Background: an optimization exercise with open tools, aiming at small area, a short achievable clock period and few clock cycles per item. Do not read the settings as production practice. Only simulation tests tie the RTL to the original design; equivalence was not proved. Power is estimated from default activity; no workload was simulated.

== alpha ==
Design booth_multiplier, start of the top module:
module booth_multiplier #(
  parameter MUL_WIDTH = 32
) (
  input                        clk,
  input                        rst_n,
  input                        start,
  input                        sign,
  input      [  MUL_WIDTH-1:0] data_in1,
  input      [  MUL_WIDTH-1:0] data_in2,
  output     [2*MUL_WIDTH-1:0] data_out,
  output reg                   ready
);
Size: ~1900 cells after synthesis, roughly 180 flip-flops, about 130 I/O pins, ~0.021 mm2 of cells after synthesis.
==> flow/config.mk <==
export PLATFORM = sky130hd
export DESIGN_NAME = booth_multiplier
export DESIGN_NICKNAME = booth_multiplier
export VERILOG_FILES = /design/flow/design.v
export SDC_FILE = /design/flow/constraint.sdc
export NUM_CORES = 4
export LEC_CHECK = 0
export CAP_MARGIN = 20
export CORE_MARGIN = 2
export CORE_UTILIZATION = 70
export SETUP_SLACK_MARGIN = 0.6
export SLEW_MARGIN = 20
==> flow/constraint.sdc <==
create_clock -name core_clock -period 5.0 [get_ports {clk}]
set_input_delay 1.0000 -clock core_clock [delete_from_list [all_inputs] [get_ports {clk}]]
set_output_delay 1.0000 -clock core_clock [all_outputs]
set_load 0.01 [all_outputs]
standard.sh (not shown) runs the stock make flow with config.mk's settings and CLKGATE_MAP_FILE= SYNTH_SCRIPT=/design/flow/synth_recipe.tcl, a recipe that flattens the netlist after the stock synthesis.
==> flow/flow/run.sh <==
#!/bin/bash
# Own layout flow: the standard layout (standard.sh) with two changes.
#  1. Synthesis: Yosys's synth is also given -noabc, which drops the generic
#     "abc -fast" pass that runs before ORFS's full-adder extraction, so
#     extract_fa sees the design's full adders as written and maps them
#     without polarity inverters around the adder cells.  fsm and share are
#     still skipped, the design is flattened and renamed the same way, and ABC
#     still maps the remaining logic after adder extraction.
#  2. Port buffers: every input and output port still gets a buffer, but a
#     plain sky130_fd_sc_hd__buf_2 instead of the slow clkdlybuf4s50_1 that
#     buffer_ports picks by default.
# Each tool's output goes to flow.log here and to ORFS's own logs under orfs/logs.
set -euo pipefail
sed 's/yosys synth -nofsm -noshare /yosys synth -nofsm -noshare -noabc /' synth_recipe.tcl > own_synth.tcl
grep -q -- '-noabc' own_synth.tcl
sed -e 's#synth_recipe\.tcl#own_synth.tcl#g' \
    -e "s#CLKGATE_MAP_FILE= #CLKGATE_MAP_FILE= 'BUFFER_PORTS_ARGS=-buffer_cell sky130_fd_sc_hd__buf_2' #" \
    standard.sh > own_standard.sh
grep -q 'own_synth\.tcl' own_standard.sh
grep -q 'BUFFER_PORTS_ARGS' own_standard.sh
bash own_standard.sh > flow.log 2>&1
Testbench counts of alpha, summed over its fixed seeds: cycles 6,408, items 3,200.
Here is what was changed in the inputs of beta compared with alpha.
Settings: CORE_UTILIZATION: 70 -> 60.
### Flow results
Looking at peak supply drop across alpha and beta, the one that comes out lower is alpha. Critical path depth, alpha and beta: smaller value in alpha. In the flow results for alpha and beta, the die outline height is larger on beta. In beta relative to alpha, routed length on met2 had gone up by a few percent. Comparing alpha and beta, the higher maximum number of pins on one net before global-route repair was measured on alpha. Of beta and alpha, it is beta that has the lower clock tree skew after final layout.
Changes in gamma relative to beta:
Settings: CORE_UTILIZATION changed from 60 to 55; GPL_ROUTABILITY_DRIVEN newly set to 0.
Results
On slew at the pin closest to its max-slew limit: between beta and gamma, it ends up higher for beta.
Cmp gamma vs beta: wire length of the first global-routing pass higher in gamma
[gamma] setup slack rose 16 ps relative to beta
Type of the setup path with the least slack: reg2out -> gamma, in2reg -> beta
gamma ended with more fill cell total of the finished layout than beta.
In the route summary, gamma ends up with a via count below that of beta.
Total power went up slightly going from beta to gamma.
gamma vs beta — power per cell area climbed slightly
Across both runs, global router's overall resource usage was lower for gamma than for beta.
Of beta and gamma, gamma shows the higher number of signal-net buffers in the layout, with beta below it.
Re largest stage delay on the critical path: beta was higher than gamma.
In the flow results for beta and gamma, the met2 track demand over resource in global routing is smaller on gamma.
Input changes introduced in delta (baseline for comparison: gamma):
Settings: changing CORE_UTILIZATION from 55 to 40; removing GPL_ROUTABILITY_DRIVEN (formerly 0); changing SETUP_SLACK_MARGIN from 0.6 to 0.3.
--- outcome ---
- There was hardly any difference in flip-flop and latch area between gamma and delta.
- Comparing combinational power share for gamma and delta, the smaller number came from delta.
- Summary of the comparison: routed wire length on met3 is lower in delta, relative to gamma.
- Re total setup buffers inserted after CTS: delta is 6 down on gamma.
- Critical path arrival in delta vs gamma: up 1430 ps
- Routed wire length was higher in delta than in gamma.
- Tightest slew margin relative to the limit (lower): gamma
- Any difference in mux contribution to synthesized area between gamma and delta is small enough to ignore.
- Post-route clock skew in delta is 7.0 ps below gamma.
- On via count, the higher figure sits with gamma, not delta.
- Re fraction of layout cells with a size suffix above 1: gamma was higher than delta.
Setup changes, delta to epsilon
Settings: SLEW_MARGIN now 5, was 20; CORE_UTILIZATION now 55, was 40; SETUP_SLACK_MARGIN now 0.6, was 0.3; CAP_MARGIN now 5, was 20.
--- outcome ---
- A worst-path cell with the longest stage delay of sky130_fd_sc_hd__fa_1 is what delta shows, while sky130_fd_sc_hd__edfxtp_1 belongs to epsilon.
- In the reports for delta and epsilon, the larger non-clock buffer count belongs to epsilon.
- On logic depth of the worst register-to-register path, the lower figure sits with delta, not epsilon.
- delta -> epsilon: number of distinct standard cells referenced by the synthesized netlist delta 0, exact match
- The total routing resource utilization after global routing of epsilon is higher than that of delta.
- Area occupied by multi-input gates up 170 um2 in epsilon wrt delta
- Comparing delta and epsilon, the higher utilization after layout is on epsilon.
- epsilon ran to completion and came out clean on the timing, DRC and antenna checks.
- Growth of design area from synthesis to finish was higher in epsilon than in delta.
- epsilon against delta: minimum setup slack after placement now smaller; worst hold slack now larger; power dissipated in the clock network comparable; cell area power density now larger.

[port drivers added, routing unchanged]
The results above use ideal ports. As a check the final layouts listed here were re-extracted and re-timed, cells and wires unchanged.
Step 1 assumes that a clkbuf_16 drives the clock port and a buf_2 every other input.
Step 2 adds t to the input delays and takes it off the output delays; t is the mean of the earliest and latest rising clock arrival at the registers after step 1. Input paths then give back, and output paths get back, about the clock's delay inside the block.
Slacks: ideal ports / drivers / drivers and shift; pairs: ideal ports / drivers.
run | t, ns | setup WS [ns] | hold WS [ns] | worst setup path at the end
alpha | 0.507 | 0.561 / 0.561 / 0.099 | 0.456 / 0.456 / 0.456 | input to register
beta | 0.522 | 0.617 / 0.596 / 0.129 | 0.438 / 0.438 / 0.438 | input to register
gamma | 0.526 | 0.633 / 0.577 / 0.149 | 0.469 / 0.469 / 0.469 | input to register
delta | 0.550 | 0.436 / 0.403 / 0.069 | 0.409 / 0.409 / 0.409 | input to register
epsilon | 0.520 | 0.676 / 0.619 / 0.193 | 0.457 / 0.457 / 0.457 | input to register
After both steps setup and hold are still met in every run listed. For beta, which loses most, drivers alone change the setup slack by -0.021 ns; drivers and shift together by -0.488 ns.
